From an optimization exercise on the open Yosys and OpenROAD flow, aimed at small area; shortcuts taken in it are not production practice. Where RTL was checked, it was by simulation tests only, not by an equivalence proof against the original. Only the layout flow was run in runs 1 and 3; the RTL was not checked for function there. The flow treats the clock pin as an ideal source, which a real chip does not have. Power and IR drop assume default switching activity.

--- design/flow/design.v ---
module GPS
(
input clk,
input rst,             
input  rx,             
output err,            
output [7:0] Din,      
output RS, RW,
output EN
);
localparam [3:0] F0 = 4'd0,  F1 = 4'd1,  F2 = 4'd3,  F3 = 4'd7,  F4 = 4'd15,
                 F5 = 4'd14, F6 = 4'd13, F7 = 4'd10, F8 = 4'd5,  F9 = 4'd11,
                 F10 = 4'd6, F11 = 4'd12, F12 = 4'd8;
function [3:0] succ;
	input [3:0] x;
	succ = {x[2:0], (~x[0] & x[1]) ^ ~x[3]};
endfunction
localparam [4:0] STOPA = 5'd20, ERRI = 5'd21, IDLE = 5'd22;
reg [4:0]  hp;
reg [11:0] h;      
reg [7:0]  rd;     
reg [3:0]  ph;     
reg [4:0]  s;      
wire idle  = (hp == IDLE) | (hp == ERRI);
wire hterm = (h == 12'd3233);           
wire hload = idle | hterm;
always @(posedge clk) begin
	if (hload) h <= 12'd0;
	else       h <= {~h[10:0], h[11] ^ h[0]};
end
wire is_dollar = (rd == 8'h24);
wire [3:0] sf = s[3:0];
wire sdol    = (sf == F3) | (sf == F4) | (sf == F5) | (sf == F6);
wire writing = s[4] & (sdol | ~is_dollar);
wire pend    = (hp == STOPA);
wire wr_now  = pend & writing & (ph == sf);
always @(posedge clk) begin
	if (rst) hp <= IDLE;
	else if (idle) begin
		if (!rx) hp <= 5'd0;
		else     hp <= IDLE;
	end else if (pend) begin
		if (!writing || ph == sf) hp <= 5'd19;
	end else if (hterm) begin
		if (hp == 5'd0)       hp <= rx ? ERRI : 5'd1;
		else if (hp == 5'd18) hp <= rx ? STOPA : ERRI;
		else if (hp == 5'd19) hp <= IDLE;
		else                  hp <= hp + 5'd1;
	end
end
always @(posedge clk)
	if (!idle && hterm && !hp[0] && hp != 5'd0 && hp != 5'd18)
		rd <= {rx, rd[7:1]};
assign err = (hp == ERRI);
localparam [4:0] W0 = {1'b0, F8},  W1 = {1'b0, F9},  W2 = {1'b0, F10},
                 W3 = {1'b0, F11},    W4 = {1'b0, F12},
                 W5 = {1'b0, F7},    W6 = {1'b0, F0},    W7 = {1'b0, F2},
                 W8 = {1'b0, F3},    W9 = {1'b0, F6};
wire is_comma  = (rd == 8'h2C);
wire is_G      = (rd == 8'h47);
wire is_P      = (rd == 8'h50);
wire is_A      = (rd == 8'h41);
reg match;
reg [4:0] wnext;
always @* begin
	case (s)
	W0: begin match = is_G;     wnext = W1; end
	W1: begin match = is_P;     wnext = W2; end
	W2: begin match = is_G;     wnext = W3; end
	W3: begin match = is_G;     wnext = W4; end
	W4: begin match = is_A;     wnext = W5; end
	default: begin match = is_comma; wnext = {1'b1, sf}; end
	endcase
end
reg [4:0] tnext;
always @* begin
	case (sf)
	F12:     tnext = W6;
	F1:      tnext = W7;
	F2:      tnext = W8;
	F5:      tnext = W9;
	F6:      tnext = W0;
	default: tnext = {1'b1, succ(sf)};
	endcase
end
always @(posedge clk) begin
	if (rst) s <= W0;
	else if (pend) begin
		if (writing) begin
			if (ph == sf) s <= tnext;
		end else if (is_dollar) s <= W0;
		else if (match && !s[4]) s <= wnext;
	end
end
reg [103:0] ring;
reg clr;           
always @(posedge clk) begin
	if (rst) ph <= F0;
	else     ph <= succ(ph);
	clr <= rst | (clr & (ph != F12));
end
wire [7:0] rin = wr_now ? rd : (clr ? 8'h00 : ring[7:0]);
always @(posedge clk) ring <= {rin, ring[103:8]};
localparam [5:0] RSTP = {2'b01, F1};
reg [16:0] c;
reg [5:0]  pos;
wire cterm = (c == 17'd112661);         
always @(posedge clk) begin
	if (rst)        c <= 17'd112661;
	else if (cterm) c <= 17'd0;
	else            c <= {~c[15:0], c[16] ^ c[2]};
end
wire [3:0] pf = pos[3:0];
wire [3:0] pn = succ(pf);
wire cbefore = (pn == F0) | (pn == F2) | (pn == F3) | (pn == F6) |
               (pn == F7) | (pn == F9) | (pn == F11);
always @(posedge clk) begin
	if (rst) pos <= RSTP;
	else if (cterm) begin
		if (pos == RSTP)        pos <= 6'd32;
		else if (pos == 6'd63)  pos <= {2'b01, F0};
		else if (pos[5])        pos <= pos + 6'd1;
		else if (pos[4])        pos <= {2'b00, pf};
		else                    pos <= {1'b0, cbefore, pn};
	end
end
wire [3:0] nf = pos[4] ? pf : pn;
reg [7:0] N, DR;
wire wt  = pend & writing;
wire [7:0] N_in = (wt & (sf == nf)) ? rd : ((ph == nf) ? rin : N);
always @(posedge clk) begin
	N <= N_in;
	if (cterm)                                   DR <= N_in;
	else if (wt & (sf == pf) & (pos[5:4] == 2'b00)) DR <= rd;
end
reg [7:0] cval;
always @* begin
	if (pos[5])
		case (pos[4:3])
		2'd0: cval = 8'h38;
		2'd1: cval = 8'h01;
		2'd2: cval = 8'h06;
		default: cval = 8'h0C;
		endcase
	else
		case (pf)
		F0:  cval = 8'h80;
		F2:  cval = 8'hDF;
		F3:  cval = 8'h20;
		F6:  cval = 8'hDF;
		F7:  cval = 8'hC0;
		F9:  cval = 8'h3A;
		F11: cval = 8'h3A;
		default: cval = 8'h00;
		endcase
end
assign Din = (pos[5] | pos[4]) ? cval : DR;
assign EN  = ~(cterm & (~pos[5] | (pos[2:0] == 3'd7)));
assign RS  = ~pos[5] & (pos != RSTP) &
             ~(pos[4] & ((pf == F0) | (pf == F7)) & ~cterm);
assign RW  = 1'b0;
endmodule
--- design/flow/flow/run.sh ---
#!/bin/bash
# Standard ORFS layout, with CTS dummy loads off, smaller clock buffers and
# minimum-size port buffers. Full tool output goes to flow.log here and to
# ORFS's own per-step logs under orfs/logs.
set -euo pipefail
export CTS_ARGS="-sink_clustering_enable -repair_clock_nets -dont_use_dummy_load -buf_list {sky130_fd_sc_hd__clkbuf_4 sky130_fd_sc_hd__clkbuf_8}"
export BUFFER_PORTS_ARGS="-buffer_cell sky130_fd_sc_hd__buf_1"
bash standard.sh finish > flow.log 2>&1
--- design/flow/standard.sh ---
#!/bin/bash
# synth_recipe.tcl (not shown) runs the flow's synth.tcl, then flattens the netlist and writes it again
# the make line also repeats each setting of config.mk as NAME=value (left out here)
make -C /OpenROAD-flow-scripts/flow DESIGN_CONFIG=/design/flow/config.mk WORK_HOME=/design/flow/orfs CLKGATE_MAP_FILE= SYNTH_SCRIPT=/design/flow/synth_recipe.tcl "${@:-finish}"
--- design/flow/config.mk ---
export PLATFORM = sky130hd
export DESIGN_NAME = GPS
export DESIGN_NICKNAME = GPS
export VERILOG_FILES = /design/flow/design.v
export SDC_FILE = /design/flow/constraint.sdc
export NUM_CORES = 4
export LEC_CHECK = 0
export CAP_MARGIN = 20
export CORE_MARGIN = 2
export CORE_UTILIZATION = 40
export SLEW_MARGIN = 20
--- design/flow/constraint.sdc ---
create_clock -name core_clock -period 48.0 [get_ports {clk}]
set_input_delay 9.6000 -clock core_clock [delete_from_list [all_inputs] [get_ports {clk}]]
set_output_delay 9.6000 -clock core_clock [all_outputs]
set_load 0.01 [all_outputs]
==> notes.md, run 1 <==
- 11.1 um^2 — mean instance size in the synthesized netlist
- 0.0840 GHz — achievable clock frequency
- 779 — number of placed instances with taps included
- 13 — Port Buffers
- 0.821 — final estimated routing congestion in global placement
- sky130_fd_sc_hd__dfxtp_1, sky130_fd_sc_hd__edfxtp_1, sky130_fd_sc_hd__mux2_2, sky130_fd_sc_hd__nor2_1, sky130_fd_sc_hd__xnor2_1 — leading post-synthesis cells by cell area
- 0% — Post-synth ARST share
- 0.0000296 V — peak ir drop on the vdd network
- 2.65 nW — leakage power summed over all cells
- 0.000286 W — Design Power
- 16 — EDFF count, synth
- sky130_fd_sc_hd__dfxtp_1 — leading area contributor after synthesis
- flip-flop to primary output — critical path class
- sky130_fd_sc_hd__clkbuf_8 — root buffer cell
- 41.9 mW/mm^2 — Power Density
- 178 — clk sink count
- 46 — number of placement rows
- sky130_fd_sc_hd__dfxtp_1, sky130_fd_sc_hd__nor2_1, sky130_fd_sc_hd__nand2_1 — most common library cells after synthesis
- 0 — setup-violating endpoint count in the final report
- 5.08 — via count normalized by instance count
- 4040 — vias after detailed routing
- 0.47 ns — clock latency at the later pin of the worst-skew pair
- 4 — H-tree lvl count
- 0.309 ns — final worst hold slack
- 13.8 um — routed length per placed instance
- 577 — Cells after Synth
- 279 — DRC violation total after the first TritonRoute iteration
- pos[0] — worst reg2reg path startpoint
- 0 — antenna diode count
- 0 — global route overflow
- yes — TritonCTS clock tree
- 0 ns — setup_tns
- 1 — total number of yosys warnings
- 598 — number of nets in the final layout
- 3833 — number of global-route vias before repair
- 0 — remaining antenna violation count after routing
- 24.8% — period utilization
- 40.6% — initial standard-cell utilization of the core
- 0.11 ns — clock transition time at the flip-flop clock pins of the worst setup and hold paths
- 46.9% — Max-slew headroom
- 0 — Hold Path Stages
- 17 — TritonCTS buffer count
- ring[80] — Endpoint, Worst Hold
- 0 — number of max-capacitance violations reported
- 0 — number of remaining DRC errors
- 0.0170 mm^2 — die footprint
- 0.00247 mm^2 — multi-input gate area in the final layout
- sky130_fd_sc_hd__dfxtp_1 — count leader, synth
- 0.00372 mm^2 — area taken by flip-flops and latches
- 1519 — fill count
- 10.5% — fraction of final layout cells with drive strength greater than 1
- flip-flop — Setup crit start kind
- ring[88] — critical hold path startpoint
- 130 um — Die Ht
- 38.40 ns — required time of the critical path
- 0.00638 mm^2 — cell area after synthesis
- 7.00% — area overhead of the layout relative to synthesis
- 0.0157 mm^2 — area of the core
- 0 — number of hold violations in the final report
- 0 — number of pins exceeding their max-slew limit in the final report
- 18500 um — wire length of the first global-routing pass
- 178 — synthesis-stage register bit count
- 796 — non-filler cells in the finished layout
- 0 — hold buffers post-CTS
- DR[2] — Critical R2R Capture
- 58.4% — share of synthesized area occupied by flip-flops and latches
- 0 — number of antenna violations at the first check in global routing
- 50.8% — fraction of synthesized cell area taken by the top area cell type
- timing/DRC/antenna clean — run status
- 11000 um — Routed Wire Length
- 13.9% — Global Route Usage Sum
- 12 — critical path peak fanout
- 0.796 ns — measured slew at the worst slew-check pin
- 2.31 ns — data arrival time at the worst-slack endpoint
- 0 — post-cts repair resize count
- 4 — Pre-antenna DRT Iters
- 9 — worst reg2reg path depth
- 0 — post-CTS setup buffer count
- 73 — number of distinct library cells after synthesis
- 36 — largest net degree at the start of global routing
- 7290 um — sum of net half-perimeters after detailed placement
- primary output — Crit. End Element
- 0.0361 ns — worst clock skew
- false — setup repair after global routing missed its margin
- 593 — Post-Synthesis Net Count
- 2 — Bufs on Longest Clock Path
- sky130_fd_sc_hd__dfxtp_1 — Top FF cell, synth
- 15 — io pins
- 130 um — die outline width
- 11.91 ns — final critical-path required period
- flip-flop to flip-flop — path type of the worst min-delay path
- 44.69 ns — Reg2Reg Setup Slack
-- cell families after synthesis --
| family | after synthesis | synth area share (%) |
|---|---|---|
| mux | 32 | 5.57 |
| flops | 178 | 58.4 |
| simple gates | 160 | 13.4 |
| buf+inv | 45 | 2.92 |
| other cells | 1 | 0.0588 |
| compound gates | 123 | 13.7 |
| xor+xnor | 25 | 3.43 |
| fa+ha+maj | 13 | 2.55 |
-- cell usage in the layout, fill, tap and decap left out, drive strengths merged, types with 9 or more instances in the layout --
master / n
dfxtp: 162
nor2: 53
nand2: 29
o21ai: 27
a21oi: 26
mux2: 25
xnor2: 19
clkbuf: 17
buf: 17
edfxtp: 16
nor2b: 13
ha: 13
inv: 12
nand2b: 10
o22a: 9
nor3: 9
-- where the power goes --
part | switching (W) | internal [W] | total, W
registers | 0.00000738 | 0.000159 | 0.000167
clock network | 0.0000423 | 0.0000313 | 0.0000736
logic | 0.0000257 | 0.0000200 | 0.0000457
total | 0.0000754 | 0.000211 | 0.000286
-- state kept, by name (all words and copies together) (netlist names) --
name and count:
ph 4, s 5, ring 104, c 17, hp 5, rd 8, pos 6, h 12
N 8, DR 8, clr 1
-- stage by stage --
stage	util (%)	cell area, um^2	worst slack (ns)
after floorplan	-	6380	36.70
after detailed placement	42.0	6590	36.55
after global routing	43.4	6830	35.88
final	43.4	6830	36.09
after CTS	43.4	6830	36.07
after global placement	41.9	6590	36.58
-- worst max-delay path: stages (launching register included) --
cell                      delay, ns
sky130_fd_sc_hd__dfxtp_1       0.59
sky130_fd_sc_hd__inv_1         0.17
sky130_fd_sc_hd__ha_1          0.27
sky130_fd_sc_hd__mux2i_1       0.14
sky130_fd_sc_hd__nor2_1        0.06
sky130_fd_sc_hd__a311o_1       0.31
sky130_fd_sc_hd__o21ai_0       0.07
sky130_fd_sc_hd__o21ai_0       0.11
sky130_fd_sc_hd__buf_1         0.15
-- how the worst max path moves through the flow --
stage               startpoint     end
finish                  pos[0]  Din[5]
global route            pos[1]  Din[6]
CTS                     pos[4]  Din[3]
detailed placement      pos[4]  Din[3]
global placement        pos[4]  Din[3]
floorplan               pos[0]  Din[5]
-- metal layers --
layer  wire (um)  global-route usage, %  vias up
met4         127                   5.25        0
met2        4780                   20.4       79
met3         493                   4.72       12
met5           0                      0        -
met1        5600                   18.9     1921
li1            -                      -     2028
-- cell type report --
cell class / count / area share, %
clock buffer: 17 / 3.43
inverter: 14 / 0.770
multi-input combinational: 354 / 36.2
sequential: 178 / 54.5
tap: 216 / 3.96
timing repair buffer: 17 / 1.12
==> run 2: changes to the inputs <==
--- a/design/flow/design.v
+++ b/design/flow/design.v
@@ -103,3 +103,3 @@
 always @(posedge clk) ring <= {rin, ring[103:8]};
-localparam [5:0] RSTP = {2'b01, F1};
+localparam [5:0] RSTP = {2'b01, F0};
 reg [16:0] c;
@@ -114,4 +114,4 @@
 wire [3:0] pn = succ(pf);
-wire cbefore = (pn == F0) | (pn == F2) | (pn == F3) | (pn == F6) |
-               (pn == F7) | (pn == F9) | (pn == F11);
+wire cafter = (pf == F12) | (pf == F1) | (pf == F2) | (pf == F5) |
+              (pf == F6) | (pf == F8) | (pf == F10);
 always @(posedge clk) begin
@@ -120,15 +120,14 @@
 		if (pos == RSTP)        pos <= 6'd32;
-		else if (pos == 6'd63)  pos <= {2'b01, F0};
+		else if (pos == 6'd63)  pos <= {2'b01, F12};
 		else if (pos[5])        pos <= pos + 6'd1;
-		else if (pos[4])        pos <= {2'b00, pf};
-		else                    pos <= {1'b0, cbefore, pn};
+		else if (pos[4] | ~cafter) pos <= {2'b00, pn};
+		else                    pos <= {2'b01, pf};
 	end
 end
-wire [3:0] nf = pos[4] ? pf : pn;
 reg [7:0] N, DR;
 wire wt  = pend & writing;
-wire [7:0] N_in = (wt & (sf == nf)) ? rd : ((ph == nf) ? rin : N);
+wire [7:0] N_in = (wt & (sf == pn)) ? rd : ((ph == pf) ? ring[15:8] : N);
 always @(posedge clk) begin
 	N <= N_in;
-	if (cterm)                                   DR <= N_in;
+	if (cterm)                                      DR <= N_in;
 	else if (wt & (sf == pf) & (pos[5:4] == 2'b00)) DR <= rd;
@@ -146,9 +145,9 @@
 		case (pf)
-		F0:  cval = 8'h80;
-		F2:  cval = 8'hDF;
-		F3:  cval = 8'h20;
-		F6:  cval = 8'hDF;
-		F7:  cval = 8'hC0;
-		F9:  cval = 8'h3A;
-		F11: cval = 8'h3A;
+		F12: cval = 8'h80;
+		F1:  cval = 8'hDF;
+		F2:  cval = 8'h20;
+		F5:  cval = 8'hDF;
+		F6:  cval = 8'hC0;
+		F8:  cval = 8'h3A;
+		F10: cval = 8'h3A;
 		default: cval = 8'h00;
@@ -159,3 +158,3 @@
 assign RS  = ~pos[5] & (pos != RSTP) &
-             ~(pos[4] & ((pf == F0) | (pf == F7)) & ~cterm);
+             ~(pos[4] & ((pf == F12) | (pf == F6)) & ~cterm);
 assign RW  = 1'b0;
==> design/flow/flow/run.sh (replaced) <==
#!/bin/bash
set -euo pipefail
HERE=$(pwd)
export CTS_ARGS="-sink_clustering_enable -repair_clock_nets -dont_use_dummy_load -buf_list sky130_fd_sc_hd__clkbuf_4"
export BUFFER_PORTS_ARGS="-buffer_cell sky130_fd_sc_hd__buf_1"
export POST_CTS_TCL="$HERE/flow/post_cts.tcl"
export PC_SLEW_PS=125
bash standard.sh finish > flow.log 2>&1
==> design/flow/flow/post_cts.tcl (new file) <==
proc pc_worst_sink_slew {inst} {
  set worst 0
  foreach pin [get_pins -of_objects $inst -filter "direction == output"] {
    set net [get_nets -of_objects $pin]
    foreach load [get_pins -of_objects $net -filter "direction == input"] {
      if {![get_property $load is_clock]} { continue }
      foreach e {rise fall} { foreach a {min max} {
        set s [get_property $load slew_${a}_$e]
        set worst [expr {max($worst, [sta::time_ui_sta $s] * 1e12)}]
      } }
    }
  }
  return $worst
}
set pc_lib [get_name [get_property [lindex [get_lib_cells sky130_fd_sc_hd__inv_1] 0] library]]
proc pc_master {inst} { return [get_property [get_cells $inst] ref_name] }
estimate_parasitics -placement
puts "POSTCTS area before [format %.1f [expr {[rsz::design_area] * 1e12}]]"
if {[info exists ::env(PC_NODOWN)]} { set skipdown 1 } else { set skipdown 0 }
# 1. logic cells to their smallest drive strength
set n 0
foreach inst [expr {$skipdown ? {} : [get_cells *]}] {
  set m [pc_master $inst]
  if {[string match "*df*" $m] || [string match "*clkbuf*" $m] || [string match "*tap*" $m] || [string match "*fill*" $m] || [string match "*conb*" $m]} { continue }
  if {![regexp {^(sky130_fd_sc_hd__\w+)_(\d+)$} $m -> base sz]} { continue }
  foreach cand [list ${base}_0 ${base}_1] {
    if {$cand eq $m} { break }
    if {[llength [get_lib_cells -quiet $cand]] && ![get_property [lindex [get_lib_cells $cand] 0] dont_use]} {
      replace_cell $inst $pc_lib/$cand
      incr n
      break
    }
  }
}
puts "POSTCTS downsized $n"
estimate_parasitics -placement
repair_design -slew_margin 20 -cap_margin 20
estimate_parasitics -placement
# 2. clock buffers
for {set pass 0} {$pass < 4} {incr pass} {
  set changed 0
  foreach inst [get_cells *] {
    set m [pc_master $inst]
    if {![string match "*clkbuf*" $m]} { continue }
    if {[pc_worst_sink_slew $inst] > $::env(PC_SLEW_PS)} {
      set up ""
      switch -glob $m {
        *clkbuf_1 { set up sky130_fd_sc_hd__clkbuf_2 }
        *clkbuf_2 { set up sky130_fd_sc_hd__clkbuf_4 }
        *clkbuf_4 { set up sky130_fd_sc_hd__clkbuf_8 }
        *clkbuf_8 { set up sky130_fd_sc_hd__clkbuf_16 }
      }
      if {$up ne ""} { replace_cell $inst $pc_lib/$up; incr changed }
    }
  }
  puts "POSTCTS clock buffers upsized: $changed"
  if {!$changed} { break }
  estimate_parasitics -placement
}
detailed_placement
check_placement -verbose
estimate_parasitics -placement
puts "POSTCTS area after [format %.1f [expr {[rsz::design_area] * 1e12}]]"
--- a/design/flow/config.mk
+++ b/design/flow/config.mk
@@ -7,2 +7,3 @@
 export LEC_CHECK = 0
+export ABC_AREA = 1
 export CAP_MARGIN = 20
==> run 2 against run 1 <==
  * Fmax decreased by 1.0%
  * Largest cell class unchanged
  * Die area decreased by 3.9%
  * Power decreased by 11%
  * Cell area decreased by 6.4%
  * Clock skew increased by 0.0015 ns
  * Flip-flop and latch count unchanged
  * Global-route usage increased by 0.073 points
  * Register-to-register slack improved by 0.27 ns
  * Routed wire length decreased by 2.8%
==> notes.md, run 2 <==
- ring — register with the highest flop count, unchanged
- 128 um — Die Ht, was 130 um
- 7500 um — sum of net half-perimeters after detailed placement, was 7290 um
- 2.43 ns — data arrival time at the worst-slack endpoint, was 2.31 ns
- sky130_fd_sc_hd__dfxtp_1 — leading area contributor after synthesis, unchanged
- 40.6% — initial standard-cell utilization of the core, about the same
- DR[6] — Critical R2R Capture, was DR[2]
- 3925 — number of global-route vias before repair, was 3833
- 0.299 ns — final worst hold slack, was 0.309 ns
- yes — TritonCTS clock tree, unchanged
- flip-flop to flip-flop — path type of the worst min-delay path, unchanged
- 35.97 ns — final setup slack of the worst path, was 36.09 ns
- 18 — critical path peak fanout, was 12
- 4137 — vias after detailed routing, was 4040
- 22 — largest net degree at the start of global routing, was 36
- simple AND/OR/NAND/NOR gates — combinational family with the most area after synthesis, was compound AO/OA/AOI/OAI gates
- 25.1% — period utilization, was 24.8%
- 12.0% — Comb power frac, was 16.0%
- 828 — number of placed instances with taps included, was 779
- 53.0% — fraction of synthesized cell area taken by the top area cell type, was 50.8%
- 2.86% — arithmetic-cell share of the synthesized area counting full adders, half adders and majority gates, was 2.55%
- 0.12 ns — clock transition time at the flip-flop clock pins of the worst setup and hold paths, was 0.11 ns
- 8 — Pre-antenna DRT Iters, was 4
- 640 — Cells after Synth, was 577
- 128 um — die outline width, was 130 um
- 846 — non-filler cells in the finished layout, was 796
- 18100 um — wire length of the first global-routing pass, was 18500 um
- 9 — worst reg2reg path depth, unchanged
- 14.0% — Global Route Usage Sum, was 13.9%
- false — setup repair after global routing missed its margin, unchanged
- 0% — Post-synth ARST share, unchanged
- 1.72% — parity-gate share of the synthesized area counting xor and xnor cells, was 3.43%
- 0.000189 W — Cell Int Power, was 0.000211 W
- nand2_1 > nor4_1 > nand4_1 > clkinv_1 > nor2_1 > a21boi_0 > buf_1 — cell chain of the critical path, was inv_1 > ha_1 > mux2i_1 > nor2_1 > a311o_1 > o21ai_0 > o21ai_0 > buf_1
- 18.1% — post-synthesis simple-gate area fraction, was 13.4%
- 657 — Post-Synthesis Net Count, was 593
- 9.56 um^2 — mean instance size in the synthesized netlist, was 11.1 um^2
- 24.2% — part of the total power dissipated in the clock network, was 25.7%
- 15 — io pins, unchanged
- 0.615 ns — measured slew at the worst slew-check pin, was 0.796 ns
- 2.59% — fraction of final layout cells with drive strength greater than 1, was 10.5%
- 39.9 mW/mm^2 — Power Density, was 41.9 mW/mm^2
- 0.0163 mm^2 — die footprint, was 0.0170 mm^2
- 2.73 nW — leakage power summed over all cells, was 2.65 nW
- 0.38 ns — slowest cell delay on critical path, was 0.59 ns
- 26.1% — Sw Ratio, was 26.4%
- 178 — synthesis-stage register bit count, unchanged
- 42 — number of distinct library cells after synthesis, was 73
- timing/DRC/antenna clean — run status, unchanged
- sky130_fd_sc_hd__dfxtp_1, sky130_fd_sc_hd__nand2_1, sky130_fd_sc_hd__inv_1 — commonest cells after routing, fill and taps aside, was sky130_fd_sc_hd__dfxtp_1, sky130_fd_sc_hd__nor2_1, sky130_fd_sc_hd__nand2_1
- 0.0000666 W — Switching Power, was 0.0000754 W
- 0 — number of max-capacitance violations reported, unchanged
- 38.40 ns — required time of the critical path, about the same
- ring[8] — Endpoint, Worst Hold, was ring[80]
- 0.55 ns — clock latency at the later pin of the worst-skew pair, was 0.47 ns
- 0.0831 GHz — achievable clock frequency, was 0.0840 GHz
- 12.03 ns — final critical-path required period, was 11.91 ns
- 16 — EDFF count, synth, unchanged
- sky130_fd_sc_hd__dfxtp_1, sky130_fd_sc_hd__nand2_1, sky130_fd_sc_hd__inv_1, sky130_fd_sc_hd__nor2_1, sky130_fd_sc_hd__o21ai_0 — most common library cells after synthesis, was sky130_fd_sc_hd__dfxtp_1, sky130_fd_sc_hd__nor2_1, sky130_fd_sc_hd__nand2_1
- ring: 104 flops, c: 17 flops, h: 12 flops — Top Registers, unchanged
- 0 — setup-violating endpoint count in the final report, unchanged
- flip-flop — Setup crit start kind, unchanged
- s[0] — worst reg2reg path startpoint, was pos[0]
- 59.0% — Max-slew headroom, was 46.9%
- primary output — Crit. End Element, unchanged
- sky130_fd_sc_hd__dfxtp_1, sky130_fd_sc_hd__edfxtp_1, sky130_fd_sc_hd__nand2_1, sky130_fd_sc_hd__inv_1, sky130_fd_sc_hd__nor2_1 — leading post-synthesis cells by cell area, was sky130_fd_sc_hd__dfxtp_1, sky130_fd_sc_hd__edfxtp_1, sky130_fd_sc_hd__mux2_2, sky130_fd_sc_hd__nor2_1, sky130_fd_sc_hd__xnor2_1
- 1 — number of antenna violations at the first check in global routing, was 0
- 0.0376 ns — worst clock skew, was 0.0361 ns
- 0 — number of pins exceeding their max-slew limit in the final report, unchanged
- 1.47% — multiplexer share of the synthesized area, was 5.57%
- 0 ns — setup_tns, unchanged
- 13 — Port Buffers, unchanged
- 0.0151 mm^2 — area of the core, was 0.0157 mm^2
- sky130_fd_sc_hd__dfxtp_1 — count leader, synth, unchanged
- 0 — global route overflow, unchanged
- 676 — number of nets in the final layout, was 598
- 0 — number of remaining DRC errors, unchanged
- 63.8% — power share of the sequential group, was 58.3%
- 4.89 — via count normalized by instance count, was 5.08
- 60.8% — share of synthesized area occupied by flip-flops and latches, was 58.4%
- 242 — DRC violation total after the first TritonRoute iteration, was 279
- 9.18% — complex-gate fraction of the synthesized area, was 13.7%
- flip-flop to primary output — critical path class, unchanged
- 104 — flip-flop count of the largest register after layout, unchanged
- sky130_fd_sc_hd__dfxtp_1 — Top FF cell, synth, unchanged
- 0.00612 mm^2 — cell area after synthesis, was 0.00638 mm^2
- 36.50 ns — worst setup timing slack at the placement stage, was 36.55 ns
- 0 — remaining antenna violation count after routing, unchanged
- 10700 um — Routed Wire Length, was 11000 um
- 0 — number of hold violations in the final report, unchanged
- 44.96 ns — Reg2Reg Setup Slack, was 44.69 ns
- 0.0000270 V — peak ir drop on the vdd network, was 0.0000296 V
- 178 — clk sink count, unchanged
- sky130_fd_sc_hd__dfxtp_1 — most common cell after layout, fill and taps aside, unchanged
- sky130_fd_sc_hd__clkinv_1 — Slowest-stage cell, CP, was sky130_fd_sc_hd__dfxtp_1
- 45 — number of placement rows, was 46
- 4.44% — area overhead of the layout relative to synthesis, was 7.00%
- 0 — Hold Path Stages, unchanged
- ring[16] — critical hold path startpoint, was ring[88]
- 0.880 — final estimated routing congestion in global placement, was 0.821
- 1 — total number of yosys warnings, unchanged
- 12.6 um — routed length per placed instance, was 13.8 um
## run 2: cell count changes after synthesis, moves of 11 or more
cell                       before  now
sky130_fd_sc_hd__inv_1         11   66
sky130_fd_sc_hd__o21ai_1        2   14
sky130_fd_sc_hd__xnor2_1       19    5
sky130_fd_sc_hd__mux2_2        25    8
sky130_fd_sc_hd__nand2_1       29   95
sky130_fd_sc_hd__nand3_1        5   41
sky130_fd_sc_hd__clkbuf_1      18    7
sky130_fd_sc_hd__o21ai_0       25   42
sky130_fd_sc_hd__nor2b_1       13    0
## run 2: cells by family (layout without fill, tap and decap cells)
family	count (synthesis)	in the layout
adder cells (fa/ha/maj)	14	14
AND/OR/NAND/NOR	239	239
other	1	2
buffers and inverters	88	105
flip-flops	178	178
AO/OA/AOI/OAI	100	100
XOR/XNOR	12	12
multiplexers	8	8
## run 2: layout make-up
class	instances	area (um^2)
diodes	1	2.50
well taps	188	235
fillers	1481	8700
flip-flops and latches	178	3720
multi-input cells	374	1940
inverters	74	278
clock buffers	17	159
repair buffers	14	52.6
## run 2: how the worst max path moves through the flow
stage / from / endpoint / slack, ns / depth (start not counted)
3_5_place_dp: c[8] / RS / 36.50 / 8
6_report: c[2] / RS / 35.97 / 7
5_1_grt: c[8] / RS / 35.70 / 8
2_1_floorplan: c[2] / EN / 36.90 / 6
3_3_place_gp: c[8] / RS / 36.56 / 8
## run 2: power by group through the flow
stage	clock network (W)	logic, W	registers [W]
after floorplan	0	0.0000251	0.000165
after global placement	0	0.0000303	0.000166
after detailed placement	0	0.0000308	0.000167
after global routing	0.0000707	0.0000364	0.000164
final	0.0000618	0.0000306	0.000163
## run 2: through the flow
step / cell area, um^2 / util, % / power [W]
after global placement: 6340 / 42.0 / 0.000197
final: 6390 / 42.4 / 0.000255
after floorplan: 6120 / - / 0.000190
after global routing: 6390 / 42.4 / 0.000271
after detailed placement: 6340 / 42.0 / 0.000197
## run 2: routing by layer
layer | routed length, um | GRT usage [%]
met5 | 0 | 0
met4 | 95 | 5.37
met3 | 435 | 4.55
met2 | 4690 | 21.1
met1 | 5470 | 18.7
## run 2: worst max-delay path, delay by kind of cell (launching register included)
kind | cells | cell delay, ns
AND/OR/NAND/NOR | 4 | 0.76
buffers and inverters | 2 | 0.56
flip-flops | 1 | 0.37
AO/OA/AOI/OAI | 1 | 0.19
==> run 3: changes to the inputs <==
--- a/design/flow/design.v
+++ b/design/flow/design.v
@@ -62,34 +62,17 @@
 wire is_A      = (rd == 8'h41);
-reg match;
-reg [4:0] wnext;
-always @* begin
-	case (s)
-	W0: begin match = is_G;     wnext = W1; end
-	W1: begin match = is_P;     wnext = W2; end
-	W2: begin match = is_G;     wnext = W3; end
-	W3: begin match = is_G;     wnext = W4; end
-	W4: begin match = is_A;     wnext = W5; end
-	default: begin match = is_comma; wnext = {1'b1, sf}; end
-	endcase
-end
-reg [4:0] tnext;
-always @* begin
-	case (sf)
-	F12:     tnext = W6;
-	F1:      tnext = W7;
-	F2:      tnext = W8;
-	F5:      tnext = W9;
-	F6:      tnext = W0;
-	default: tnext = {1'b1, succ(sf)};
-	endcase
-end
-always @(posedge clk) begin
-	if (rst) s <= W0;
-	else if (pend) begin
-		if (writing) begin
-			if (ph == sf) s <= tnext;
-		end else if (is_dollar) s <= W0;
-		else if (match && !s[4]) s <= wnext;
-	end
-end
+wire tk    = s[4];
+wire wcom  = (sf == F7) | (sf == F0) | (sf == F2) | (sf == F3) | (sf == F6);
+wire m_G   = (sf == F8) | (sf == F10) | (sf == F11);
+wire match = ~tk & ((m_G & is_G) | ((sf == F9) & is_P) | ((sf == F12) & is_A) |
+                    (~m_G & (sf != F9) & (sf != F12) & is_comma));
+wire [3:0] ssucc = succ(sf);
+wire [3:0] ncode = (~tk & wcom) ? sf :
+                   (~tk & (sf == F12)) ? F7 :
+                   (tk & (sf == F6)) ? F8 : ssucc;
+wire ntk = ~tk ? wcom : ~((sf == F12) | (sf == F1) | (sf == F2) | (sf == F5) | (sf == F6));
+wire adv  = pend & (writing ? (ph == sf) : match);
+wire dres = rst | (pend & ~writing & is_dollar);
+always @(posedge clk)
+	if (dres)     s <= W0;
+	else if (adv) s <= {ntk, ncode};
 reg [103:0] ring;
==> design/flow/flow/run.sh (replaced) <==
#!/bin/bash
# The standard ORFS layout with these changes:
#  - synthesis: the standard script, but abc uses flow/area.abc (area
#    oriented) for the combinational logic; registers are unchanged;
#  - port buffers: buf_1.
# Full tool output: flow.log here, and ORFS's per-step logs under orfs/logs.
set -euo pipefail
HERE=$(pwd)
export AREA_ABC_SCRIPT="$HERE/flow/area.abc"
export CTS_ARGS="-sink_clustering_enable -repair_clock_nets -dont_use_dummy_load -buf_list sky130_fd_sc_hd__clkbuf_4"
export BUFFER_PORTS_ARGS="-buffer_cell sky130_fd_sc_hd__buf_1"
export POST_CTS_TCL="$HERE/flow/post_cts.tcl"
export PC_SLEW_PS=122
bash standard.sh SYNTH_SCRIPT="$HERE/flow/synth.tcl" finish > flow.log 2>&1
==> design/flow/flow/area.abc (new file) <==
strash
dc2
strash
dch -f
map -a
strash
dch -f
map -a
strash
dc2
dch -f
amap
topo
==> design/flow/flow/synth.tcl (new file) <==
# synth_recipe.tcl (the standard synthesis) with one change: abc maps the
# combinational logic with flow/area.abc, an area-oriented script, in place
# of ORFS's speed script. Everything before abc (and so every register, its
# name and its cell) is as in the standard synthesis.
proc synth {args} { yosys synth -nofsm -noshare {*}$args }
proc abc {args} {
  set i [lsearch $args -script]
  if {$i >= 0} { lset args [expr {$i + 1}] $::env(AREA_ABC_SCRIPT) }
  yosys abc {*}$args
}
source $::env(SCRIPTS_DIR)/synth.tcl
# left out here: clear keep_hierarchy, flatten, clean up, hide names made inside functions, write 1_2_yosys.v
--- a/design/flow/config.mk
+++ b/design/flow/config.mk
@@ -7,3 +7,2 @@
 export LEC_CHECK = 0
-export ABC_AREA = 1
 export CAP_MARGIN = 20
==> run 3 against run 2 <==
  * Still clean
  * Combinational power decreased by 7.2%
  * Clock power about the same
  * Fmax shrank 2.6%
  * Register-to-register slack worse by 0.47 ns
  * Sequential power about the same
  * Largest power group unchanged
==> notes.md, run 3 <==
- 14.7% — Global Route Usage Sum, was 14.0%
- 0 — global route overflow, unchanged
- 57.7% — fraction of synthesized cell area taken by the top area cell type, was 53.0%
- 25.7% — period utilization, was 25.1%
- 178 — clk sink count, unchanged
- 0.56 ns — clock latency at the later pin of the worst-skew pair, was 0.55 ns
- 59.5% — Max-slew headroom, was 59.0%
- ring: 104 flops, c: 17 flops, h: 12 flops — Top Registers, unchanged
- 43 — number of placement rows, was 45
- ring[44] — critical hold path startpoint, was ring[16]
- 3.11% — arithmetic-cell share of the synthesized area counting full adders, half adders and majority gates, was 2.86%
- 0 — number of remaining DRC errors, unchanged
- DR[3] — Critical R2R Capture, was DR[6]
- 0.000188 W — Cell Int Power, was 0.000189 W
- 24.5% — part of the total power dissipated in the clock network, was 24.2%
- 0% — parity-gate share of the synthesized area counting xor and xnor cells, was 1.72%
- 36.22 ns — worst setup timing slack at the placement stage, was 36.50 ns
- 11.2% — Comb power frac, was 12.0%
- 0 — Hold Path Stages, unchanged
- 537 — Post-Synthesis Net Count, was 657
- 64.3% — power share of the sequential group, was 63.8%
- 2.21 nW — leakage power summed over all cells, was 2.73 nW
- ring — register with the highest flop count, unchanged
- 0.0000653 W — Switching Power, was 0.0000666 W
- 10.8 um^2 — mean instance size in the synthesized netlist, was 9.56 um^2
- 0.12 ns — clock transition time at the flip-flop clock pins of the worst setup and hold paths, about the same
- 13 — Port Buffers, unchanged
- 0 — number of pins exceeding their max-slew limit in the final report, unchanged
- 279 — DRC violation total after the first TritonRoute iteration, was 242
- 42 — number of distinct library cells after synthesis, unchanged
- 10300 um — Routed Wire Length, was 10700 um
- 0.0138 mm^2 — area of the core, was 0.0151 mm^2
- 17000 um — wire length of the first global-routing pass, was 18100 um
- 41.7 mW/mm^2 — Power Density, was 39.9 mW/mm^2
- flip-flop — Setup crit start kind, unchanged
- 40.7% — initial standard-cell utilization of the core, was 40.6%
- 1322 — fill count, was 1481
- 6 — Pre-antenna DRT Iters, was 8
- 0 — setup-violating endpoint count in the final report, unchanged
- sky130_fd_sc_hd__dfxtp_1, sky130_fd_sc_hd__nor2_1, sky130_fd_sc_hd__clkinv_1 — commonest cells after routing, fill and taps aside, was sky130_fd_sc_hd__dfxtp_1, sky130_fd_sc_hd__nand2_1, sky130_fd_sc_hd__inv_1
- 0 ns — setup_tns, unchanged
- 3 — combined buffer and inverter count along the critical path, was 2
- sky130_fd_sc_hd__dfxtp_1, sky130_fd_sc_hd__nor2_1, sky130_fd_sc_hd__clkinv_1, sky130_fd_sc_hd__o22ai_1, sky130_fd_sc_hd__nand2_1 — most common library cells after synthesis, was sky130_fd_sc_hd__dfxtp_1, sky130_fd_sc_hd__nand2_1, sky130_fd_sc_hd__inv_1, sky130_fd_sc_hd__nor2_1, sky130_fd_sc_hd__o21ai_0
- 16 — EDFF count, synth, unchanged
- 123 um — die outline width, was 128 um
- hp[2] — worst reg2reg path startpoint, was s[0]
- 178 — synthesis-stage register bit count, unchanged
- 0 — remaining antenna violation count after routing, unchanged
- 0.885 — final estimated routing congestion in global placement, was 0.880
- 15 — io pins, unchanged
- yes — TritonCTS clock tree, unchanged
- sky130_fd_sc_hd__dfxtp_1 — most common cell after layout, fill and taps aside, unchanged
- 0 — antenna diode count, was 1
- 0.0150 mm^2 — die footprint, was 0.0163 mm^2
- 15.3% — complex-gate fraction of the synthesized area, was 9.18%
- 7.90% — area overhead of the layout relative to synthesis, was 4.44%
- 0% — Post-synth ARST share, unchanged
- 0.00562 mm^2 — cell area after synthesis, was 0.00612 mm^2
- 0.289 ns — final worst hold slack, was 0.299 ns
- 14.0 um — routed length per placed instance, was 12.6 um
- 0 — number of hold violations in the final report, unchanged
- sky130_fd_sc_hd__dfxtp_1 — leading area contributor after synthesis, unchanged
- flip-flop to flip-flop — path type of the worst min-delay path, unchanged
- flip-flop to primary output — critical path class, unchanged
- 104 — flip-flop count of the largest register after layout, unchanged
- 0.607 ns — measured slew at the worst slew-check pin, was 0.615 ns
- false — setup repair after global routing missed its margin, unchanged
- 38.40 ns — required time of the critical path, about the same
- 3.07% — fraction of final layout cells with drive strength greater than 1, was 2.59%
- sky130_fd_sc_hd__or4_1 — Slowest-stage cell, CP, was sky130_fd_sc_hd__clkinv_1
- compound AO/OA/AOI/OAI gates — combinational family with the most area after synthesis, was simple AND/OR/NAND/NOR gates
- 20 — largest net degree at the start of global routing, was 22
- 0.51 ns — slowest cell delay on critical path, was 0.38 ns
- 2.76 ns — data arrival time at the worst-slack endpoint, was 2.43 ns
- sky130_fd_sc_hd__dfxtp_1 — count leader, synth, unchanged
- 25.8% — Sw Ratio, was 26.1%
- 44.49 ns — Reg2Reg Setup Slack, was 44.96 ns
- 66.2% — share of synthesized area occupied by flip-flops and latches, was 60.8%
- 123 um — Die Ht, was 128 um
- clkinv_1 > or4_1 > nor4_1 > clkinv_1 > a31oi_1 > buf_1 — cell chain of the critical path, was nand2_1 > nor4_1 > nand4_1 > clkinv_1 > nor2_1 > a21boi_0 > buf_1
- 5.24 — via count normalized by instance count, was 4.89
- 35.64 ns — final setup slack of the worst path, was 35.97 ns
- 0 — number of antenna violations at the first check in global routing, was 1
- 12.36 ns — final critical-path required period, was 12.03 ns
- 1 — total number of yosys warnings, unchanged
- ring[36] — Endpoint, Worst Hold, was ring[8]
- 3496 — number of global-route vias before repair, was 3925
- 12 — critical path peak fanout, was 18
- 11 — worst reg2reg path depth, was 9
- 0% — multiplexer share of the synthesized area, was 1.47%
- 0 — number of max-capacitance violations reported, unchanged
- 7090 um — sum of net half-perimeters after detailed placement, was 7500 um
- sky130_fd_sc_hd__clkinv_1 — Crit path top cell by count
- timing/DRC/antenna clean — run status, unchanged
- 573 — number of nets in the final layout, was 676
- sky130_fd_sc_hd__dfxtp_1 — Top FF cell, synth, unchanged
- simple AND/OR/NAND/NOR gates — CP delay by family, top, unchanged
- 0.0809 GHz — achievable clock frequency, was 0.0831 GHz
- 3845 — vias after detailed routing, was 4137
- 10.9% — post-synthesis simple-gate area fraction, was 18.1%
- primary output — Crit. End Element, unchanged
- 0.0000184 V — peak ir drop on the vdd network, was 0.0000270 V
- sky130_fd_sc_hd__dfxtp_1, sky130_fd_sc_hd__edfxtp_1, sky130_fd_sc_hd__nor2_1, sky130_fd_sc_hd__clkinv_1, sky130_fd_sc_hd__o22ai_1 — leading post-synthesis cells by cell area, was sky130_fd_sc_hd__dfxtp_1, sky130_fd_sc_hd__edfxtp_1, sky130_fd_sc_hd__nand2_1, sky130_fd_sc_hd__inv_1, sky130_fd_sc_hd__nor2_1
- 520 — Cells after Synth, was 640
- 0.0381 ns — worst clock skew, was 0.0376 ns
## run 3: changes by cell type after synthesis, sizes merged, moves of 12 or more
cell	change
a21oi	-12
a22oi	+12
clkinv	+61
inv	-71
nand2	-75
nand3	-36
o21ai	-37
o22ai	+27
## run 3: cell type report
type	instances	area [um^2]	area share (%)
clock buffers	17	159	2.62
inverters	64	240	3.96
multi-input cells	277	1650	27.2
flip-flops and latches	178	3720	61.4
well taps	180	225	3.71
repair buffers	18	67.6	1.11
## run 3: worst max-delay path by stage
stage | from | end | slack (ns) | cells after the start
after floorplan | c[2] | RS | 36.06 | 5
after global placement | c[2] | RS | 36.27 | 6
after detailed placement | c[2] | RS | 36.22 | 6
after global routing | c[2] | RS | 35.40 | 6
final | c[2] | RS | 35.64 | 6
## run 3: per-stage QoR
step           instance area [um^2]  util [%]  cells  power, W
2_1_floorplan                  5620         -    520  0.000187
3_3_place_gp                   5930      42.9    717  0.000194
3_5_place_dp                   5930      42.9    717  0.000195
5_1_grt                        6070      43.9    734  0.000267
6_report                       6070      43.9    734  0.000253
## run 3: kinds of logic after synthesis
logic type | Yosys count
flops | 178
simple gates | 137
compound gates | 125
buf+inv | 65
fa+ha+maj | 14
other cells | 1
## run 3: power groups by stage
stage	clock network [W]	registers, W	logic (W)
2_1_floorplan	0	0.000165	0.0000226
3_3_place_gp	0	0.000166	0.0000279
3_5_place_dp	0	0.000166	0.0000286
5_1_grt	0.0000704	0.000164	0.0000328
6_report	0.0000620	0.000163	0.0000284
## run 3: routing by layer
metal | wire (um) | global-route usage [%]
met1 | 5100 | 20.5
met4 | 192 | 7.11
met3 | 506 | 4.32
met2 | 4510 | 20.8
met5 | 0 | 0
==> run 4: changes to the inputs <==
--- a/design/flow/design.v
+++ b/design/flow/design.v
@@ -17,4 +17,4 @@
 endfunction
-localparam [4:0] STOPA = 5'd20, ERRI = 5'd21, IDLE = 5'd22;
-reg [4:0]  hp;
+reg [3:0]  rb;
+reg        half;
 reg [11:0] h;      
@@ -23,3 +23,4 @@
 reg [4:0]  s;      
-wire idle  = (hp == IDLE) | (hp == ERRI);
+wire idle  = (rb == F10);
+wire pend  = (rb == F11);
 wire hterm = (h == 12'd3233);           
@@ -34,16 +35,18 @@
 wire writing = s[4] & (sdol | ~is_dollar);
-wire pend    = (hp == STOPA);
 wire wr_now  = pend & writing & (ph == sf);
 always @(posedge clk) begin
-	if (rst) hp <= IDLE;
-	else if (idle) begin
-		if (!rx) hp <= 5'd0;
-		else     hp <= IDLE;
+	if (rst) begin
+		rb <= F10; half <= 1'b0;
+	end else if (idle) begin
+		rb <= rx ? F10 : F0; half <= 1'b0;
 	end else if (pend) begin
-		if (!writing || ph == sf) hp <= 5'd19;
+		if (!writing || ph == sf) begin rb <= F9; half <= 1'b1; end
 	end else if (hterm) begin
-		if (hp == 5'd0)       hp <= rx ? ERRI : 5'd1;
-		else if (hp == 5'd18) hp <= rx ? STOPA : ERRI;
-		else if (hp == 5'd19) hp <= IDLE;
-		else                  hp <= hp + 5'd1;
+		if (!half) begin
+			if (rb == F0 && rx)   begin rb <= F10; half <= 1'b1; end
+			else if (rb == F9)    begin rb <= rx ? F11 : F10; half <= ~rx; end
+			else                  half <= 1'b1;
+		end else begin
+			rb <= (rb == F9) ? F10 : succ(rb); half <= 1'b0;
+		end
 	end
@@ -51,5 +54,5 @@
 always @(posedge clk)
-	if (!idle && hterm && !hp[0] && hp != 5'd0 && hp != 5'd18)
+	if (hterm && !half && rb != F9)
 		rd <= {rx, rd[7:1]};
-assign err = (hp == ERRI);
+assign err = idle & half;
 localparam [4:0] W0 = {1'b0, F8},  W1 = {1'b0, F9},  W2 = {1'b0, F10},
@@ -99,2 +102,4 @@
               (pf == F6) | (pf == F8) | (pf == F10);
+wire [2:0] unit = pos[2:0];
+wire ulast = (unit == 3'd4);
 always @(posedge clk) begin
@@ -102,7 +107,8 @@
 	else if (cterm) begin
-		if (pos == RSTP)        pos <= 6'd32;
-		else if (pos == 6'd63)  pos <= {2'b01, F12};
-		else if (pos[5])        pos <= pos + 6'd1;
-		else if (pos[4] | ~cafter) pos <= {2'b00, pn};
-		else                    pos <= {2'b01, pf};
+		if (pos == RSTP)                      pos <= 6'd32;
+		else if (pos[5] & ulast & (pos[4:3] == 2'b10)) pos <= {2'b01, F12};
+		else if (pos[5])                      pos <= {1'b1, ulast ? {pos[3], ~pos[4]} : pos[4:3],
+		                                              unit[1:0], ~(unit[2] ^ (unit[0] & ~unit[1]))};
+		else if (pos[4] | ~cafter)            pos <= {2'b00, pn};
+		else                                  pos <= {2'b01, pf};
 	end
@@ -121,5 +127,5 @@
 		case (pos[4:3])
-		2'd0: cval = 8'h38;
-		2'd1: cval = 8'h01;
-		2'd2: cval = 8'h06;
+		2'b00: cval = 8'h38;
+		2'b01: cval = 8'h01;
+		2'b11: cval = 8'h06;
 		default: cval = 8'h0C;
@@ -139,3 +145,3 @@
 assign Din = (pos[5] | pos[4]) ? cval : DR;
-assign EN  = ~(cterm & (~pos[5] | (pos[2:0] == 3'd7)));
+assign EN  = ~(cterm & (~pos[5] | ulast));
 assign RS  = ~pos[5] & (pos != RSTP) &
--- a/design/flow/config.mk
+++ b/design/flow/config.mk
@@ -9,3 +9,4 @@
 export CORE_MARGIN = 2
-export CORE_UTILIZATION = 40
+export CORE_UTILIZATION = 70
+export PLACE_DENSITY = 0.85
 export SLEW_MARGIN = 20
==> run 4 against run 3 <==
  * Hold slack better by 0.028 ns
  * Setup slack worse by 0.45 ns
  * Clock-buffer cell count unchanged
  * Sequential share of layout area up 3.3 points
  * Highest routed layer unchanged
  * Register-to-register slack better by 0.10 ns
  * Still clean
  * Critical path type unchanged
==> notes.md, run 4 <==
- timing/DRC/antenna clean — run status, unchanged
- 0% — Post-synth ARST share, unchanged
- ring: 104 flops, c: 17 flops, h: 12 flops — Top Registers, unchanged
- 68.8% — share of synthesized area occupied by flip-flops and latches, was 66.2%
- 0.54 ns — clock latency at the later pin of the worst-skew pair, was 0.56 ns
- 0.0000387 V — peak ir drop on the vdd network, was 0.0000184 V
- 16.2 um — routed length per placed instance, was 14.0 um
- 548 — number of nets in the final layout, was 573
- 21 — largest net degree at the start of global routing, was 20
- flip-flop to primary output — critical path class, unchanged
- 0.00541 mm^2 — cell area after synthesis, was 0.00562 mm^2
- 13 — Port Buffers, unchanged
- 3.21 ns — data arrival time at the worst-slack endpoint, was 2.76 ns
- 0 — number of pins exceeding their max-slew limit in the final report, unchanged
- 59.9% — fraction of synthesized cell area taken by the top area cell type, was 57.7%
- 6.43% — area overhead of the layout relative to synthesis, was 7.90%
- flip-flop to flip-flop — path type of the worst min-delay path, unchanged
- 0.00845 mm^2 — die footprint, was 0.0150 mm^2
- 0 — antenna diode count, unchanged
- 10.6 um^2 — mean instance size in the synthesized netlist, was 10.8 um^2
- sky130_fd_sc_hd__dfxtp_1 — most common cell after layout, fill and taps aside, unchanged
- 0.70 ns — slowest cell delay on critical path, was 0.51 ns
- 0 — number of hold violations in the final report, unchanged
- 0.318 ns — final worst hold slack, was 0.289 ns
- 3713 — number of global-route vias before repair, was 3496
- sky130_fd_sc_hd__dfxtp_1 — Top FF cell, synth, unchanged
- 38.40 ns — required time of the critical path, about the same
- yes — TritonCTS clock tree, unchanged
- sky130_fd_sc_hd__dfxtp_1, sky130_fd_sc_hd__edfxtp_1, sky130_fd_sc_hd__nor2_1, sky130_fd_sc_hd__clkinv_1, sky130_fd_sc_hd__o22ai_1 — leading post-synthesis cells by cell area, unchanged
- 4470 um — post-route met1 wirelength, was 5100 um
- 104 — flip-flop count of the largest register after layout, unchanged
- 392 — DRC violation total after the first TritonRoute iteration, was 279
- 20 — critical path peak fanout, was 12
- 36 — number of distinct library cells after synthesis, was 42
- 0 — setup-violating endpoint count in the final report, unchanged
- ring — register with the highest flop count, unchanged
- 25.9% — Global Route Usage Sum, was 14.7%
- 512 — Cells after Synth, was 520
- 178 — clk sink count, unchanged
- 3882 — vias after detailed routing, was 3845
- 640 um — met3 routed WL, was 506 um
- 7 — Pre-antenna DRT Iters, was 6
- sky130_fd_sc_hd__dfxtp_1, sky130_fd_sc_hd__nor2_1, sky130_fd_sc_hd__clkinv_1 — commonest cells after routing, fill and taps aside, unchanged
- 26.7% — period utilization, was 25.7%
- 178 — synthesis-stage register bit count, unchanged
- 6.02 — via count normalized by instance count, was 5.24
- sky130_fd_sc_hd__dfxtp_1 — leading area contributor after synthesis, unchanged
- 0.833 ns — measured slew at the worst slew-check pin, was 0.607 ns
- sky130_fd_sc_hd__dfxtp_1 — count leader, synth, unchanged
- 0.864 — final estimated routing congestion in global placement, was 0.885
- 0 ns — setup_tns, unchanged
- 32 — number of placement rows, was 43
- false — setup repair after global routing missed its margin, unchanged
- 3.13% — fraction of final layout cells with drive strength greater than 1, was 3.07%
- 0.00761 mm^2 — area of the core, was 0.0138 mm^2
- 0.00372 mm^2 — area taken by flip-flops and latches, unchanged
- sky130_fd_sc_hd__nand4b_1 — Slowest-stage cell, CP, was sky130_fd_sc_hd__or4_1
- 91.9 um — die outline width, was 123 um
- 0.0781 GHz — achievable clock frequency, was 0.0809 GHz
- flip-flop — Setup crit start kind, unchanged
- 0.11 ns — clock transition time at the flip-flop clock pins of the worst setup and hold paths, was 0.12 ns
- 75.7% — post-route core utilization, was 43.9%
- simple AND/OR/NAND/NOR gates — CP delay by family, top, unchanged
- 0 — number of max-capacitance violations reported, unchanged
- 489 — fill count, was 1322
- 17200 um — wire length of the first global-routing pass, was 17000 um
- 0 — global route overflow, unchanged
- 12.81 ns — final critical-path required period, was 12.36 ns
- 16 — EDFF count, synth, unchanged
- 3 — combined buffer and inverter count along the critical path, unchanged
- 6970 um — sum of net half-perimeters after detailed placement, was 7090 um
- primary output — Crit. End Element, unchanged
- 0.0335 ns — worst clock skew, was 0.0381 ns
- 15 — io pins, unchanged
- 0 — number of remaining DRC errors, unchanged
- 2.13 nW — leakage power summed over all cells, was 2.21 nW
- 44.2% — Max-slew headroom, was 59.5%
- met4 — top routing layer in use, unchanged
- 91.9 um — Die Ht, was 123 um
- 0.00145 mm^2 — multi-input gate area in the final layout, was 0.00165 mm^2
- 71.1% — initial standard-cell utilization of the core, was 40.7%
- 0.000258 W — Design Power, was 0.000253 W
- 1 — total number of yosys warnings, unchanged
- 44.8 mW/mm^2 — Power Density, was 41.7 mW/mm^2
- 10400 um — Routed Wire Length, was 10300 um
- clkinv_1 > or4_1 > nor4_1 > nand4b_1 > clkinv_1 > nor3_1 > nor3_1 > buf_1 — cell chain of the critical path, was clkinv_1 > or4_1 > nor4_1 > clkinv_1 > a31oi_1 > buf_1
- sky130_fd_sc_hd__dfxtp_1, sky130_fd_sc_hd__nor2_1, sky130_fd_sc_hd__clkinv_1, sky130_fd_sc_hd__nand2_1, sky130_fd_sc_hd__a21oi_1 — most common library cells after synthesis, was sky130_fd_sc_hd__dfxtp_1, sky130_fd_sc_hd__nor2_1, sky130_fd_sc_hd__clkinv_1, sky130_fd_sc_hd__o22ai_1, sky130_fd_sc_hd__nand2_1
- 515 — Post-Synthesis Net Count, was 537
- 0 — remaining antenna violation count after routing, unchanged
- 5050 um — length of routed met2 wiring, was 4510 um
- 0 — number of antenna violations at the first check in global routing, unchanged
[run 4: path summary, 6_finish.rpt]
check | start | to | slack, ns | cells after the start
max | c[12] | RS | 35.19 | 8
min | ring[18] | ring[10] | 0.32 | 0
max reg2reg | c[12] | pos[4] | 44.59 | 10
min reg2reg | ring[18] | ring[10] | 0.32 | 0
[run 4: cells by family after synthesis]
logic type	Yosys count	synth area share (%)
flops	178	68.8
other cells	1	0.0693
compound gates	112	14.1
simple gates	158	12.6
buf+inv	63	4.44
[run 4: per-stage QoR]
| step | cells | instance area [um^2] | worst slack, ns |
|---|---|---|---|
| final | 645 | 5760 | 35.19 |
| after global routing | 645 | 5760 | 34.89 |
| after detailed placement | 628 | 5600 | 35.80 |
| after global placement | 628 | 5600 | 35.91 |
| after floorplan | 512 | 5410 | 36.26 |
[run 4: layer usage]
metal | track usage [%] | up-vias
met3 | 6.00 | 35
met1 | 32.8 | 1815
met4 | 12.1 | 0
met5 | 0 | -
li1 | - | 1851
met2 | 42.3 | 181
[run 4: where the power goes]
group	switching [W]	internal, W
Sequential	0.00000532	0.000159
Combinational	0.0000199	0.00000983
Clock	0.0000411	0.0000223
Total	0.0000663	0.000192
[run 4: cell type report]
type                    instances  share of cell area (%)
flip-flops and latches        178                    64.7
multi-input cells             271                    25.1
inverters                      62                    4.04
clock buffers                  17                    2.98
well taps                     102                    2.22
repair buffers                 15                   0.978
==> run 5: changes to the inputs <==
--- a/design/flow/config.mk
+++ b/design/flow/config.mk
@@ -9,4 +9,4 @@
 export CORE_MARGIN = 2
-export CORE_UTILIZATION = 70
-export PLACE_DENSITY = 0.85
+export CORE_UTILIZATION = 60
+export PLACE_DENSITY = 0.75
 export SLEW_MARGIN = 20
==> run 5 against run 4 <==
  * Clock power is 3.8% lower
  * Critical path depth unchanged
  * Fmax up 0.41%
  * Register-to-register slack improved by 0.05 ns
  * Power is 1.2% lower
  * Highest routed layer unchanged
  * Setup slack better by 0.052 ns
  * Synthesized area did not move
  * Routed wire length is 6.1% lower
  * Global-route usage is 4.8 points lower
==> notes.md, run 5 <==
- 0 — number of hold violations in the final report, unchanged
- flip-flop to flip-flop — path type of the worst min-delay path, unchanged
- sky130_fd_sc_hd__dfxtp_1 — count leader, synth, unchanged
- 20 — critical path peak fanout, unchanged
- 0.12 ns — clock transition time at the flip-flop clock pins of the worst setup and hold paths, was 0.11 ns
- 3.14% — fraction of final layout cells with drive strength greater than 1, was 3.13%
- 0.823 ns — measured slew at the worst slew-check pin, was 0.833 ns
- 0.0000239 V — peak ir drop on the vdd network, was 0.0000387 V
- 0 — antenna diode count, unchanged
- 0.00872 mm^2 — area of the core, was 0.00761 mm^2
- 3.16 ns — data arrival time at the worst-slack endpoint, was 3.21 ns
- 99.0 um — Die Ht, was 91.9 um
- 0 — global route overflow, unchanged
- 34 — number of placement rows, was 32
- 104 — flip-flop count of the largest register after layout, unchanged
- sky130_fd_sc_hd__dfxtp_1 — most common cell after layout, fill and taps aside, unchanged
- 31.8% — met2 capacity usage during global routing, was 42.3%
- 21 — largest net degree at the start of global routing, unchanged
- timing/DRC/antenna clean — run status, unchanged
- met2 — busiest grt layer, unchanged
- 0 — number of max-capacitance violations reported, unchanged
- 0.69 ns — slowest cell delay on critical path, was 0.70 ns
- 0.52 ns — clock latency at the later pin of the worst-skew pair, was 0.54 ns
- 8 — total number of cells along the worst setup path, unchanged
- 44.3 mW/mm^2 — Power Density, was 44.8 mW/mm^2
- 6570 um — sum of net half-perimeters after detailed placement, was 6970 um
- 0.0431 ns — worst clock skew, was 0.0335 ns
- 0.00560 mm^2 — instance area at placement, unchanged
- 0 ns — setup_tns, unchanged
- 9800 um — Routed Wire Length, was 10400 um
- 178 — synthesis-stage register bit count, unchanged
- 0 — Hold Path Stages, unchanged
- 12.76 ns — final critical-path required period, was 12.81 ns
- ring: 104 flops, c: 17 flops, h: 12 flops — Top Registers, unchanged
- 0.887 — final estimated routing congestion in global placement, was 0.864
- 3 — combined buffer and inverter count along the critical path, unchanged
- 10 — worst reg2reg path depth, unchanged
- 0 — number of remaining DRC errors, unchanged
- 16 — EDFF count, synth, unchanged
- 178 — clk sink count, unchanged
- 6.38% — met3 Resource Use GR, was 6.00%
- 0 — number of pins exceeding their max-slew limit in the final report, unchanged
- 5.80 — via count normalized by instance count, was 6.02
- 13 — Port Buffers, unchanged
- 2.12 nW — leakage power summed over all cells, was 2.13 nW
- 10.6 um^2 — mean instance size in the synthesized netlist, unchanged
- 99.0 um — die outline width, was 91.9 um
- 16400 um — wire length of the first global-routing pass, was 17200 um
- sky130_fd_sc_hd__dfxtp_1 — leading area contributor after synthesis, unchanged
- 38.40 ns — required time of the critical path, about the same
- 0 — number of antenna violations at the first check in global routing, unchanged
- 15.1 um — routed length per placed instance, was 16.2 um
- 26.6% — period utilization, was 26.7%
- false — setup repair after global routing missed its margin, unchanged
- 547 — number of nets in the final layout, was 548
- 0 — remaining antenna violation count after routing, unchanged
- 683 — fill count, was 489
- 0% — Post-synth ARST share, unchanged
- simple AND/OR/NAND/NOR gates — CP delay by family, top, unchanged
- 0.00574 mm^2 — total non-filler cell area in the finished layout, was 0.00576 mm^2
- sky130_fd_sc_hd__nand4b_1 — Slowest-stage cell, CP, unchanged
- sky130_fd_sc_hd__dfxtp_1, sky130_fd_sc_hd__nor2_1, sky130_fd_sc_hd__clkinv_1, sky130_fd_sc_hd__nand2_1, sky130_fd_sc_hd__a21oi_1 — most common library cells after synthesis, unchanged
- 6.15% — area overhead of the layout relative to synthesis, was 6.43%
- ring — register with the highest flop count, unchanged
- 44.8% — Max-slew headroom, was 44.2%
- 36 — number of distinct library cells after synthesis, unchanged
- sky130_fd_sc_hd__dfxtp_1, sky130_fd_sc_hd__nor2_1, sky130_fd_sc_hd__clkinv_1 — commonest cells after routing, fill and taps aside, unchanged
- 62.1% — initial standard-cell utilization of the core, was 71.1%
- primary output — Crit. End Element, unchanged
- yes — TritonCTS clock tree, unchanged
- 0.00980 mm^2 — die footprint, was 0.00845 mm^2
- 6 — Pre-antenna DRT Iters, was 7
- 15 — io pins, unchanged
- 0 — setup-violating endpoint count in the final report, unchanged
- 59.9% — fraction of synthesized cell area taken by the top area cell type, unchanged
- 301 — DRC violation total after the first TritonRoute iteration, was 392
- 515 — Post-Synthesis Net Count, unchanged
- 1 — total number of yosys warnings, unchanged
- 3771 — vias after detailed routing, was 3882
- 3528 — number of global-route vias before repair, was 3713
- 21.1% — Global Route Usage Sum, was 25.9%
- 0.00541 mm^2 — cell area after synthesis, unchanged
- sky130_fd_sc_hd__dfxtp_1 — Top FF cell, synth, unchanged
- flip-flop to primary output — critical path class, unchanged
- 68.8% — share of synthesized area occupied by flip-flops and latches, unchanged
- clkinv_1 > or4_1 > nor4_1 > nand4b_1 > clkinv_1 > nor3_1 > nor3_1 > buf_1 — cell chain of the critical path, unchanged
- 0.00145 mm^2 — multi-input gate area in the final layout, unchanged
- 512 — Cells after Synth, unchanged
- 28.8% — M1 GR Usage, was 32.8%
- sky130_fd_sc_hd__dfxtp_1, sky130_fd_sc_hd__edfxtp_1, sky130_fd_sc_hd__nor2_1, sky130_fd_sc_hd__clkinv_1, sky130_fd_sc_hd__o22ai_1 — leading post-synthesis cells by cell area, unchanged
- 0.0784 GHz — achievable clock frequency, was 0.0781 GHz
- flip-flop — Setup crit start kind, unchanged
- 0.00372 mm^2 — area taken by flip-flops and latches, unchanged
[run 5: cell families (layout without fill, tap and decap cells)]
kind of cell    after synthesis  in the layout  share of synthesized area (%)
buf+inv                      63             93                           4.44
flops                       178            178                           68.8
compound gates              112            112                           14.1
other cells                   1              1                         0.0693
simple gates                158            158                           12.6
[run 5: path summary, 6_finish.rpt]
| path | start | endpoint | slack [ns] |
|---|---|---|---|
| max | c[12] | RS | 35.24 |
| min | ring[35] | ring[27] | 0.30 |
| max reg2reg | c[12] | pos[4] | 44.64 |
| min reg2reg | ring[35] | ring[27] | 0.30 |
[run 5: power breakdown]
| group | internal (W) | total [W] | switching (W) | leakage (nW) |
|---|---|---|---|---|
| Clock | 0.0000198 | 0.0000610 | 0.0000412 | 0.0886 |
| Combinational | 0.00000980 | 0.0000290 | 0.0000192 | 0.571 |
| Sequential | 0.000159 | 0.000165 | 0.00000520 | 1.46 |
[run 5: layer usage]
layer  vias up  wire length [um]
li1       1839                 -
met3        19               517
met5         -                 0
met2       141              4400
met1      1772              4740
met4         0               142
[run 5: layout make-up]
class	count	area share, %
Sequential cell	178	64.8
Multi-Input combinational cell	271	25.2
Inverter	62	4.05
Clock buffer	17	2.66
Tap cell	108	2.35
Timing Repair Buffer	14	0.915
[run 5: worst reg2reg max path, stage by stage, from the launching register on]
cell and delay, ns:
sky130_fd_sc_hd__dfxtp_1 0.35, sky130_fd_sc_hd__clkinv_1 0.07, sky130_fd_sc_hd__or4_1 0.50, sky130_fd_sc_hd__nor4_1 0.26, sky130_fd_sc_hd__nand4b_1 0.70, sky130_fd_sc_hd__clkinv_1 0.39, sky130_fd_sc_hd__o21ai_0 0.24, sky130_fd_sc_hd__or3_1 0.41
sky130_fd_sc_hd__a21oi_1 0.13, sky130_fd_sc_hd__a21oi_1 0.05, sky130_fd_sc_hd__or2_0 0.19
[run 5: per-stage QoR]
| step | power (W) | hold slack [ns] | setup WS [ns] | util (%) | instances |
|---|---|---|---|---|---|
| floorplan | 0.000190 | 0.310 | 36.26 | - | 512 |
| global placement | 0.000196 | 0.311 | 35.88 | 64.2 | 633 |
| detailed placement | 0.000197 | 0.312 | 35.80 | 64.2 | 633 |
| global route | 0.000268 | 0.293 | 34.97 | 65.9 | 650 |
| finish | 0.000255 | 0.299 | 35.24 | 65.9 | 650 |

==> separate check: timing with driven ports <==
How much do the figures lean on ideal ports? The routed layouts below were timed once more, with nothing changed but the port constraints. Step 1 sets driving cells, clkbuf_16 on the clock port and buf_2 on the other inputs (assumed; they add their load-dependent delay and slew). Step 2 moves the port delays by t, midway between the first and last clock arrival at a register: inputs arrive t later, outputs are due t later. That takes back most of the time a late clock gives input paths. Three values: ideal, step 1, step 2; two values: the first two.
run	shift t [ns]	setup WS [ns]	clock arrival spread, ns
run 1	0.482	36.093 / 36.057 / 36.539	0.046 / 0.046
run 2	0.564	35.968 / 35.932 / 36.496	0.038 / 0.038
run 3	0.575	35.643 / 35.609 / 36.184	0.038 / 0.038
run 4	0.551	35.188 / 35.161 / 35.712	0.039 / 0.039
run 5	0.534	35.240 / 35.209 / 35.742	0.043 / 0.043
After both steps every run listed still meets setup and hold.
